Context: an optimization exercise on an open-source flow, tuned for a short achievable clock period and few clock cycles. The choices shown serve that exercise and are no tape-out recipe. Function was checked by simulation only, so behaviour that the tests miss may differ from the original. Power and IR drop assume default switching activity.

== old ==
==> flow/design.v (excerpt) <==
module cpu(
    input clk,
    input rst,
    input [31:0] i_IM_inst,
    input [31:0] i_DM_DI,
    output logic [31:0] o_IM_addr,
    output logic        o_DM_CS,
    output logic [3:0]  o_DM_WEB,
    output logic [31:0] o_DM_addr,
    output logic [31:0] o_DM_DI
);
Size: about 2600 flip-flops, ~110000 um2 of cells after synthesis.
==> flow/config.mk <==
export PLATFORM = sky130hd
export DESIGN_NAME = cpu
export DESIGN_NICKNAME = cpu
export VERILOG_FILES = /design/flow/design.v
export SDC_FILE = /design/flow/constraint.sdc
export NUM_CORES = 4
export LEC_CHECK = 0
export ABC_CLOCK_PERIOD_IN_PS = 3000
export CAP_MARGIN = 20
export CELL_PAD_IN_SITES_GLOBAL_PLACEMENT = 2
export CORE_MARGIN = 2
export CORE_UTILIZATION = 30
export PLACE_DENSITY = 0.5
export SLEW_MARGIN = 20
==> flow/constraint.sdc <==
create_clock -name core_clock -period 11.0 [get_ports {clk}]
set_input_delay 2.2000 -clock core_clock [delete_from_list [all_inputs] [get_ports {clk}]]
set_output_delay 2.2000 -clock core_clock [all_outputs]
set_load 0.01 [all_outputs]
standard.sh (not shown) runs the stock make flow with config.mk's settings and CLKGATE_MAP_FILE= SYNTH_SCRIPT=/design/flow/synth_recipe.tcl, a recipe that flattens the netlist after the stock synthesis.
==> flow/flow/run.sh <==
#!/bin/bash
# The standard layout (standard synthesis, clock and constraints), with
# timing repair asked to leave 7.7 ns of setup slack at the design's period,
# and plain buffers (buf_4) rather than delay cells on the ports.
bash standard.sh SETUP_SLACK_MARGIN=7.7 "BUFFER_PORTS_ARGS=-buffer_cell sky130_fd_sc_hd__buf_4" finish > flow.log 2>&1
The final layout from old, which completed every stage, passed the timing, DRC and antenna checks at the end of the flow.
Testbench counts of old, summed over its fixed seeds: cycles 323,908.
Edits applied to the flow inputs when going from old to new:
diff --git a/flow/design.v b/flow/design.v
--- a/flow/design.v
+++ b/flow/design.v
@@ -108,21 +108,21 @@
         for (int i = 1; i < 32; i++) begin
             i_oh1[i] = i_rs1 == i[4:0];
             i_oh2[i] = i_rs2 == i[4:0];
         end
     end
     logic        d_sm1, d_sw1, d_sx1, d_sy1, d_sm2, d_sw2, d_sx2, d_sy2;
     logic [31:1] d_oh1, d_oh2;
-    always_ff @(posedge clk, posedge rst) begin
+    always_ff @(posedge clk) begin
         if (rst)           pc_f <= '0;
         else if (m_redir)  pc_f <= m_jtgt;
         else if (redirect) pc_f <= redirect_pc;
         else if (!stall)   pc_f <= f_next;
     end
-    always_ff @(posedge clk) begin
+    always_ff @(posedge clk, posedge rst) begin
         if (rst)           pc_o <= '0;
         else if (m_redir)  pc_o <= m_jtgt;
         else if (redirect) pc_o <= redirect_pc;
         else if (!stall)   pc_o <= f_next;
     end
     always_ff @(posedge clk, posedge rst) begin
         if (rst) begin
@@ -303,18 +303,16 @@
                                   || (e_rltu && ltu) || (e_rgeu && !ltu) || (e_rjalr && !e_pred) || e_omis);
     assign redirect_pc = e_is_jalr ? sum[31:2] : e_pred ? e_pc4 : e_tgt;
     always_ff @(posedge clk, posedge rst) begin
         if (rst) m_jchk <= 1'b0;
         else     m_jchk <= e_go && e_is_jalr && e_pred;
     end
     always_ff @(posedge clk) begin
-        if (e_is_jalr) begin
-            m_jtgt <= sum[31:2];
-            m_ptgt <= e_ptgt;
-        end
+        m_jtgt <= sum[31:2];
+        m_ptgt <= e_ptgt;
     end
     always_ff @(posedge clk, posedge rst) begin
         if (rst) e_valid <= 1'b0;
         else     e_valid <= d_valid && !stall && !kill;
     end
     always_ff @(posedge clk) begin
         e_pc       <= d_pc;
[summary]
- On smallest setup slack after layout: between new and old, it ends up higher for old.
- new vs. old: achievable frequency now sits lower; die outline width now sits lower.
- Per the final summary, old finished and its layout is clean on timing, DRC and antenna.
- The final layout from new, which completed every stage, passed the timing, DRC and antenna checks at the end of the flow.
- Changes observed in new relative to old: non-clock buffer count increased 38, sequential fraction of the synthesis area increased 0.19 points, cell-internal power decreased about 14%, wire length of the first global-routing pass decreased about 2.3%, sequential cell count decreased 30.
Testbench counts of new, summed over its fixed seeds: cycles 323,908.

---

Setup of P:
cpu, a different RTL version from the one above (not shown whole).
For scale: ~9,000 cells after synthesis, roughly 170 I/O pins, about 0.11 mm2 of cells after synthesis.
export LEC_CHECK = 0
export ABC_CLOCK_PERIOD_IN_PS = 3000
export CAP_MARGIN = 20
export CELL_PAD_IN_SITES_GLOBAL_PLACEMENT = 2
export CORE_MARGIN = 2
export CORE_UTILIZATION = 30
export PLACE_DENSITY = 0.5
export SLEW_MARGIN = 20
create_clock -name core_clock -period 11.0 [get_ports {clk}]
Scripts as last shown in full above: flow/flow/run.sh
Testbench counts of P, summed over its fixed seeds: cycles 323,908.
Changes in Q relative to P:
diff --git a/flow/design.v b/flow/design.v
--- a/flow/design.v
+++ b/flow/design.v
@@ -223,21 +223,20 @@
     logic [31:1] rf_ok;
     logic [31:0] wb_data, x_res;
     always_ff @(posedge clk) begin
         if (x_wr) rf[x_rd] <= x_res;
     end
     always_ff @(posedge clk, posedge rst) begin
         if (rst)       rf_ok <= '0;
         else if (x_wr) rf_ok[x_rd] <= 1'b1;
     end
     logic [31:0] res, m_res, w_res;
-    logic        w_ld;
     assign stall = d_valid && ((d_use1 && ((d_sm1 && e_is_ld) || (d_sw1 && m_ld)))
                             || (d_use2 && ((d_sm2 && e_is_ld) || (d_sw2 && m_ld))));
     logic        d_sr1, d_sr2;
     logic [31:0] d_rf1, d_rf2, d_fw1, d_fw2, d_opb;
     always_comb begin
         d_rf1 = 32'd0;
         d_rf2 = 32'd0;
         for (int i = 1; i < 32; i++) begin
             d_rf1 = d_rf1 | ({32{d_oh1[i] && rf_ok[i]}} & rf[i]);
             d_rf2 = d_rf2 | ({32{d_oh2[i] && rf_ok[i]}} & rf[i]);
@@ -301,22 +300,24 @@
     assign e_go    = e_valid && !m_redir;
     assign kill    = redirect || m_redir;
     assign redirect    = e_go && ((e_req && eq) || (e_rne && !eq) || (e_rlt && lt) || (e_rge && !lt)
                                   || (e_rltu && ltu) || (e_rgeu && !ltu) || (e_rjalr && !e_pred) || e_omis);
     assign redirect_pc = e_is_jalr ? sum[31:2] : e_pred ? e_pc4 : e_tgt;
     always_ff @(posedge clk, posedge rst) begin
         if (rst) m_jchk <= 1'b0;
         else     m_jchk <= e_go && e_is_jalr && e_pred;
     end
     always_ff @(posedge clk) begin
-        m_jtgt <= sum[31:2];
-        m_ptgt <= e_ptgt;
+        if (e_is_jalr) begin
+            m_jtgt <= sum[31:2];
+            m_ptgt <= e_ptgt;
+        end
     end
     always_ff @(posedge clk, posedge rst) begin
         if (rst) e_valid <= 1'b0;
         else     e_valid <= d_valid && !stall && !kill;
     end
     always_ff @(posedge clk) begin
         e_pc       <= d_pc;
         e_imm      <= d_imm;
         e_a        <= d_fw1;
         e_b        <= d_opb;
@@ -455,41 +456,61 @@
     end
     always_ff @(posedge clk) begin
         o_DM_WEB  <= (e_go && e_is_st) ? e_web : 4'hf;
         m_ld      <= e_is_ld;
         m_rd      <= e_rd;
         m_res     <= res;
         m_f3      <= e_f3;
         o_DM_DI   <= e_sdata;
         o_DM_addr <= sum;
     end
-    logic [2:0] w_f3;
+    logic       m_isb, m_ish, m_isw, m_sx;
+    logic [1:0] m_a;
+    logic [3:0] w_b0, w_sg;
+    logic [1:0] w_b1;
+    logic       w_b1sg, w_hw, w_hsg, w_nl;
+    assign m_isb = m_f3[1:0] == 2'b00;
+    assign m_ish = m_f3[1:0] == 2'b01;
+    assign m_isw = !m_isb && !m_ish;
+    assign m_sx  = !m_f3[2];
+    assign m_a   = m_res[1:0];
+    always_ff @(posedge clk) begin
+        w_nl    <= !m_ld;
+        w_b0[0] <= m_ld && (m_isw || (m_isb && m_a == 2'd0) || (m_ish && !m_a[1]));
+        w_b0[1] <= m_ld && m_isb && m_a == 2'd1;
+        w_b0[2] <= m_ld && ((m_isb && m_a == 2'd2) || (m_ish && m_a[1]));
+        w_b0[3] <= m_ld && m_isb && m_a == 2'd3;
+        w_b1[0] <= m_ld && (m_isw || (m_ish && !m_a[1]));
+        w_b1[1] <= m_ld && m_ish && m_a[1];
+        w_b1sg  <= m_ld && m_isb && m_sx;
+        w_hw    <= m_ld && m_isw;
+        w_hsg   <= m_ld && !m_isw && m_sx;
+        w_sg[0] <= m_isb && m_a == 2'd0;
+        w_sg[1] <= (m_isb && m_a == 2'd1) || (m_ish && !m_a[1]);
+        w_sg[2] <= m_isb && m_a == 2'd2;
+        w_sg[3] <= (m_isb && m_a == 2'd3) || (m_ish && m_a[1]);
+    end
     always_ff @(posedge clk, posedge rst) begin
         if (rst) begin
             w_wr <= 1'b0;
             x_wr <= 1'b0;
         end else begin
             w_wr <= m_wr;
             x_wr <= w_wr;
         end
     end
     always_ff @(posedge clk) begin
-        w_ld  <= m_ld;
         w_rd  <= m_rd;
         w_res <= m_res;
-        w_f3  <= m_f3;
         x_rd  <= w_rd;
         x_res <= wb_data;
     end
-    logic [31:0] ld_sh, ld_val;
-    assign ld_sh = i_DM_DI >> {w_res[1:0], 3'b000};
-    always_comb begin
-        case (w_f3)
-            3'b000:  ld_val = {{24{ld_sh[7]}}, ld_sh[7:0]};
-            3'b001:  ld_val = {{16{ld_sh[15]}}, ld_sh[15:0]};
-            3'b100:  ld_val = {24'd0, ld_sh[7:0]};
-            3'b101:  ld_val = {16'd0, ld_sh[15:0]};
-            default: ld_val = i_DM_DI;
-        endcase
-    end
-    assign wb_data = w_ld ? ld_val : w_res;
+    logic       sg;
+    assign sg = (w_sg[0] & i_DM_DI[7]) | (w_sg[1] & i_DM_DI[15]) | (w_sg[2] & i_DM_DI[23]) | (w_sg[3] & i_DM_DI[31]);
+    assign wb_data[7:0]   = ({8{w_b0[0]}} & i_DM_DI[7:0]) | ({8{w_b0[1]}} & i_DM_DI[15:8])
+                          | ({8{w_b0[2]}} & i_DM_DI[23:16]) | ({8{w_b0[3]}} & i_DM_DI[31:24])
+                          | ({8{w_nl}} & w_res[7:0]);
+    assign wb_data[15:8]  = ({8{w_b1[0]}} & i_DM_DI[15:8]) | ({8{w_b1[1]}} & i_DM_DI[31:24])
+                          | ({8{w_b1sg && sg}}) | ({8{w_nl}} & w_res[15:8]);
+    assign wb_data[31:16] = ({16{w_hw}} & i_DM_DI[31:16]) | ({16{w_hsg && sg}})
+                          | ({16{w_nl}} & w_res[31:16]);
 endmodule
==> notes.md <==
Cmp Q vs P: routed wire length lower in Q
Looking at global-route usage, Q sits 2.4 points lower than P does.
Delta (Q minus P): total stage count of the critical path lower, fraction of power consumed by the clock network grew by 1.2 points.
Q: register cell area after layout 1.9% above P
Relative to P, the number of combinational gates with multiple inputs measured on Q has decreased by a little under 10%.
Power share of the combinational group delta for Q relative to P: 1.8 points lower
NOTE: non-clock buffer count in Q falls short of that of P
Area after synthesis was lower in Q than in P.
When Q is set beside P, its leakage component of the power turns out to be 1.7 nW smaller.
e_b[14]$_DFF_P_ as the end point of the critical path was reported by P, and o_IM_addr[12] by Q.
For Q, the slowest cell on the critical path was sky130_fd_sc_hd__dfrtp_2, unlike P, where it was sky130_fd_sc_hd__mux4_2.
P has lower worst setup slack for register-to-register paths than Q.
Testbench counts of Q, summed over its fixed seeds: cycles 323,908.

afterwards: timing with drivers on the ports:
In the flow no input, the clock included, has a driving cell. The finished layouts below were timed again as built, in two steps.
Step 1 sets driving cells, clkbuf_16 on the clock port and buf_2 on the other inputs (assumed; they add their load-dependent delay and slew).
Step 2 moves the port delays by t, midway between the first and last clock arrival at a register: inputs arrive t later, outputs are due t later. That takes back most of the time a late clock gives input paths.
Slacks: ideal ports / drivers / drivers and shift; pairs: ideal ports / drivers.
run | t (ns) | setup slack, ns | hold WS [ns] | worst data-port slew with drivers (ns)
old | 1.018 | 7.287 / 7.218 / 6.540 | 0.327 / 0.327 / 0.327 | 0.07
new | 1.014 | 7.170 / 7.107 / 6.462 | 0.307 / 0.307 / 0.307 | 0.07
P | 1.032 | 7.097 / 7.059 / 6.143 | 0.272 / 0.272 / 0.272 | 0.10
Q | 1.026 | 7.242 / 7.133 / 6.565 | 0.313 / 0.313 / 0.313 | 0.11
After both steps setup and hold are still met in every run listed. The setup slack of P, which loses most, moves by -0.038 ns with the drivers and by -0.954 ns with both steps.
